This design comes from an exercise in tuning for small area and few clock cycles on the open sky130 flow, not from production work.
Only simulation tests tie the RTL to the original design; equivalence was not proved.
No activity file was given, so power comes from the tool's default toggle rates.

Design cache, start of the top module:
module cache(
    clk,
    proc_reset,
    proc_read,
    proc_write,
    proc_addr,
    proc_wdata,
    proc_stall,
    proc_rdata,
    mem_read,
    mem_write,
    mem_addr,
    mem_rdata,
    mem_wdata,
    mem_ready
);
    input          clk;
    input          proc_reset;
    input          proc_read, proc_write;
    input   [29:0] proc_addr;
    input   [31:0] proc_wdata;
    output reg         proc_stall;
    output      [31:0] proc_rdata;
    input  [127:0] mem_rdata;
    input          mem_ready;
    output reg         mem_read, mem_write;
    output reg  [27:0] mem_addr;
    output     [127:0] mem_wdata;
    localparam S_IDLE = 2'd0;    
    localparam S_WB   = 2'd1;    
    localparam S_RD   = 2'd2;    
    reg [1:0]   state;
    reg [127:0] data [0:7];      
    reg [24:0]  tag  [0:7];
    reg [7:0]   valid, dirty;
    wire [2:0]  idx  = proc_addr[4:2];
    wire [1:0]  offs = proc_addr[1:0];
    wire        req  = proc_read | proc_write;
    wire [7:0]  sel  = 8'd1 << idx;
    wire [3:0]  wsel = 4'd1 << offs;
    wire [127:0] line;
    wire [24:0]  tag_i;
    cache_sel8 #(.W(153)) u_line (
        .d({data[7], tag[7], data[6], tag[6], data[5], tag[5], data[4], tag[4],
            data[3], tag[3], data[2], tag[2], data[1], tag[1], data[0], tag[0]}),
        .sel(sel),
        .q({line, tag_i})
    );
    wire         hit     = valid[idx] && (tag_i == proc_addr[29:5]);
    wire         dirty_i = dirty[idx];
    wire idle = (state == S_IDLE);
    wire rd   = (state == S_RD);
    wire fill = rd && mem_ready;
    cache_sel8 #(.W(32)) u_word (
        .d({mem_rdata, line}),
        .sel({wsel & {4{rd}}, wsel & {4{~rd}}}),
        .q(proc_rdata)
    );
    assign mem_wdata = line;
    reg [127:0] din;
    integer w;
    always @(*) begin
        for (w = 0; w < 4; w = w + 1)
            din[32*w +: 32] = (proc_write && wsel[w]) ? proc_wdata : mem_rdata[32*w +: 32];
    end
    always @(*) begin
        mem_read   = 1'b0;
        mem_write  = 1'b0;
        mem_addr   = proc_addr[29:2];
        proc_stall = 1'b1;
        case (state)
            S_IDLE: begin
                proc_stall = ~hit;
  ...
Size in the first run: about 2500 cells after synthesis, ~390 I/O pins.
==> module cache, before the edit <==
module cache(
    clk,
    proc_reset,
    proc_read,
    proc_write,
    proc_addr,
    proc_wdata,
    proc_stall,
    proc_rdata,
    mem_read,
    mem_write,
    mem_addr,
    mem_rdata,
    mem_wdata,
    mem_ready
);
    input          clk;
    input          proc_reset;
    input          proc_read, proc_write;
    input   [29:0] proc_addr;
    input   [31:0] proc_wdata;
    output reg         proc_stall;
    output      [31:0] proc_rdata;
    input  [127:0] mem_rdata;
    input          mem_ready;
    output reg         mem_read, mem_write;
    output reg  [27:0] mem_addr;
    output     [127:0] mem_wdata;
    localparam S_IDLE = 2'd0;    
    localparam S_WB   = 2'd1;    
    localparam S_RD   = 2'd2;    
    reg [1:0]   state;
    reg [127:0] data [0:7];      
    reg [24:0]  tag  [0:7];
    reg [7:0]   valid, dirty;
    wire [2:0]  idx  = proc_addr[4:2];
    wire [1:0]  offs = proc_addr[1:0];
    wire        req  = proc_read | proc_write;
    wire [7:0]  sel  = 8'd1 << idx;
    wire [3:0]  wsel = 4'd1 << offs;
    wire [127:0] line;
    wire [24:0]  tag_i;
    cache_sel8 #(.W(153)) u_line (
        .d({data[7], tag[7], data[6], tag[6], data[5], tag[5], data[4], tag[4],
            data[3], tag[3], data[2], tag[2], data[1], tag[1], data[0], tag[0]}),
        .sel(sel),
        .q({line, tag_i})
    );
    wire         hit     = valid[idx] && (tag_i == proc_addr[29:5]);
    wire         dirty_i = dirty[idx];
    wire idle = (state == S_IDLE);
    wire rd   = (state == S_RD);
    wire fill = rd && mem_ready;
    cache_sel8 #(.W(32)) u_word (
        .d({mem_rdata, line}),
        .sel({wsel & {4{rd}}, wsel & {4{~rd}}}),
        .q(proc_rdata)
    );
    assign mem_wdata = line;
    reg [127:0] din;
    integer w;
    always @(*) begin
        for (w = 0; w < 4; w = w + 1)
            din[32*w +: 32] = (proc_write && wsel[w]) ? proc_wdata : mem_rdata[32*w +: 32];
    end
    always @(*) begin
        mem_read   = 1'b0;
        mem_write  = 1'b0;
        mem_addr   = proc_addr[29:2];
        proc_stall = 1'b1;
        case (state)
            S_IDLE: begin
                proc_stall = ~hit;
                if (req && !hit) begin
                    if (dirty_i) begin
                        mem_write = 1'b1;
                        mem_addr  = {tag_i, idx};
                    end else
                        mem_read  = 1'b1;
                end
            end
            S_WB: begin
                mem_write = 1'b1;
                mem_addr  = {tag_i, idx};
            end
            default: begin
                mem_read   = 1'b1;
                proc_stall = ~mem_ready;
            end
        endcase
    end
    always @(posedge clk or posedge proc_reset) begin
        if (proc_reset) begin
            state <= S_IDLE;
            valid <= 8'd0;
            dirty <= 8'd0;
        end else begin
            case (state)
                S_IDLE:
                    if (req && !hit)
                        state <= dirty_i ? S_WB : S_RD;
                    else if (proc_write)
                        dirty[idx] <= 1'b1;
                S_WB:
                    if (mem_ready)
                        state <= S_RD;
                default:
                    if (mem_ready) begin
                        state      <= S_IDLE;
                        valid[idx] <= 1'b1;
                        dirty[idx] <= proc_write;
                    end
            endcase
        end
    end
    integer l;
    always @(posedge clk) begin
        for (l = 0; l < 8; l = l + 1) begin
            if (fill && sel[l])
                tag[l] <= proc_addr[29:5];
            for (w = 0; w < 4; w = w + 1)
                if (sel[l] && (fill || (idle && hit && proc_write && wsel[w])))
                    data[l][32*w +: 32] <= din[32*w +: 32];
        end
    end
endmodule
==> module cache_sel8, before the edit <==
module cache_sel8 #(parameter W = 1) (
    input  [8*W-1:0] d,
    input  [7:0]     sel,
    output [W-1:0]   q
);
    wire [W-1:0] n0, n1, n2;
    cache_aoi3 #(.W(W)) u0 (.a(d[0*W +: W]), .b(d[1*W +: W]), .c(d[2*W +: W]),
                            .sa(sel[0]), .sb(sel[1]), .sc(sel[2]), .y_n(n0));
    cache_aoi3 #(.W(W)) u1 (.a(d[3*W +: W]), .b(d[4*W +: W]), .c(d[5*W +: W]),
                            .sa(sel[3]), .sb(sel[4]), .sc(sel[5]), .y_n(n1));
    cache_aoi2 #(.W(W)) u2 (.a(d[6*W +: W]), .b(d[7*W +: W]),
                            .sa(sel[6]), .sb(sel[7]), .y_n(n2));
    assign q = ~(n0 & n1 & n2);
endmodule
==> module cache_aoi2, before the edit <==
module cache_aoi2 #(parameter W = 1) (
    input  [W-1:0] a, b,
    input          sa, sb,
    output [W-1:0] y_n
);
    assign y_n = ~((a & {W{sa}}) | (b & {W{sb}}));
endmodule
Settings: LEC_CHECK=0, CAP_MARGIN=20, CORE_MARGIN=2, CORE_UTILIZATION=60, CTS_BUF_LIST=sky130_fd_sc_hd__clkbuf_16, CTS_CLUSTER_DIAMETER=100, CTS_CLUSTER_SIZE=30, PLACE_DENSITY=0.75, SLEW_MARGIN=20, SYNTH_HIERARCHICAL=1; clock period 10.0 ns.
standard.sh (not shown) runs the stock make flow with config.mk's settings and CLKGATE_MAP_FILE= SYNTH_SCRIPT=/design/flow/synth_recipe.tcl, a recipe that flattens the netlist after the stock synthesis.
==> flow/flow/run.sh <==
#!/bin/bash
# Standard layout, except that the port buffers are the smallest buffer cell.
set -euo pipefail
EXTRA=(BUFFER_PORTS_ARGS="-buffer_cell sky130_fd_sc_hd__buf_1")
bash standard.sh synth > synth.log 2>&1
bash standard.sh "${EXTRA[@]}" floorplan > floorplan.log 2>&1
bash standard.sh "${EXTRA[@]}" place > place.log 2>&1
bash standard.sh "${EXTRA[@]}" cts > cts.log 2>&1
bash standard.sh "${EXTRA[@]}" route > route.log 2>&1
bash standard.sh "${EXTRA[@]}" finish > finish.log 2>&1
Testbench counts at the start, summed over its fixed seeds: cycles 82,961.
==> next run, changes <==
--- a/flow/design.v
+++ b/flow/design.v
@@ -89,4 +89,8 @@
             end
         endcase
+        if (proc_reset) begin
+            mem_read  = 1'b0;
+            mem_write = 1'b0;
+        end
     end
     always @(posedge clk or posedge proc_reset) begin
@@ -130,12 +134,10 @@
     output [W-1:0]   q
 );
-    wire [W-1:0] n0, n1, n2;
+    wire [W-1:0] n0, n1;
     cache_aoi3 #(.W(W)) u0 (.a(d[0*W +: W]), .b(d[1*W +: W]), .c(d[2*W +: W]),
                             .sa(sel[0]), .sb(sel[1]), .sc(sel[2]), .y_n(n0));
     cache_aoi3 #(.W(W)) u1 (.a(d[3*W +: W]), .b(d[4*W +: W]), .c(d[5*W +: W]),
                             .sa(sel[3]), .sb(sel[4]), .sc(sel[5]), .y_n(n1));
-    cache_aoi2 #(.W(W)) u2 (.a(d[6*W +: W]), .b(d[7*W +: W]),
-                            .sa(sel[6]), .sb(sel[7]), .y_n(n2));
-    assign q = ~(n0 & n1 & n2);
+    assign q = ~(n0 & n1 & ~((d[6*W +: W] & {W{sel[6]}}) | (d[7*W +: W] & {W{sel[7]}})));
 endmodule
 module cache_aoi3 #(parameter W = 1) (
@@ -146,9 +148,2 @@
     assign y_n = ~((a & {W{sa}}) | (b & {W{sb}}) | (c & {W{sc}}));
 endmodule
-module cache_aoi2 #(parameter W = 1) (
-    input  [W-1:0] a, b,
-    input          sa, sb,
-    output [W-1:0] y_n
-);
-    assign y_n = ~((a & {W{sa}}) | (b & {W{sb}}));
-endmodule
Result: The new run completed without violations. Power is higher slightly. Global-route usage went up by 1.1 points. Clock power shrinks by a few percent. Final area fell slightly. Synthesized area fell slightly. Routed wire length went up by a few percent. Hold slack is about the same. Worst setup slack loses 240 ps. Utilization shrinks by 0.20 points. Sequential power rises slightly.
Testbench counts after the change, summed over its fixed seeds: cycles 82,961.

## afterwards: timing with drivers on the ports
The flow's constraints put no driver on any port. The routed layouts listed below were extracted and timed again, unchanged, in two steps.
Step 1 assumes that a clkbuf_16 drives the clock port and a buf_2 every other input.
Step 2 also shifts input and output timing later by t, the mid clock arrival at the registers, as if the neighbouring blocks saw the same clock.
Three values: no drivers, after step 1, after step 2; two values: the first two.
run	t (ns)	slack for setup (ns)	hold slack, ns	worst setup path after step 2	worst slew at a driven data input, ns
the first run	0.710	1.073 / 1.038 / 1.038	0.474 / 0.474 / 0.474	input to output	0.13
the second run	0.713	0.833 / 0.809 / 0.809	0.475 / 0.475 / 0.475	input to output	0.22
After both steps every run listed still meets setup and hold. For the first run, which loses most, drivers alone change the setup slack by -0.035 ns; drivers and shift together by -0.035 ns.
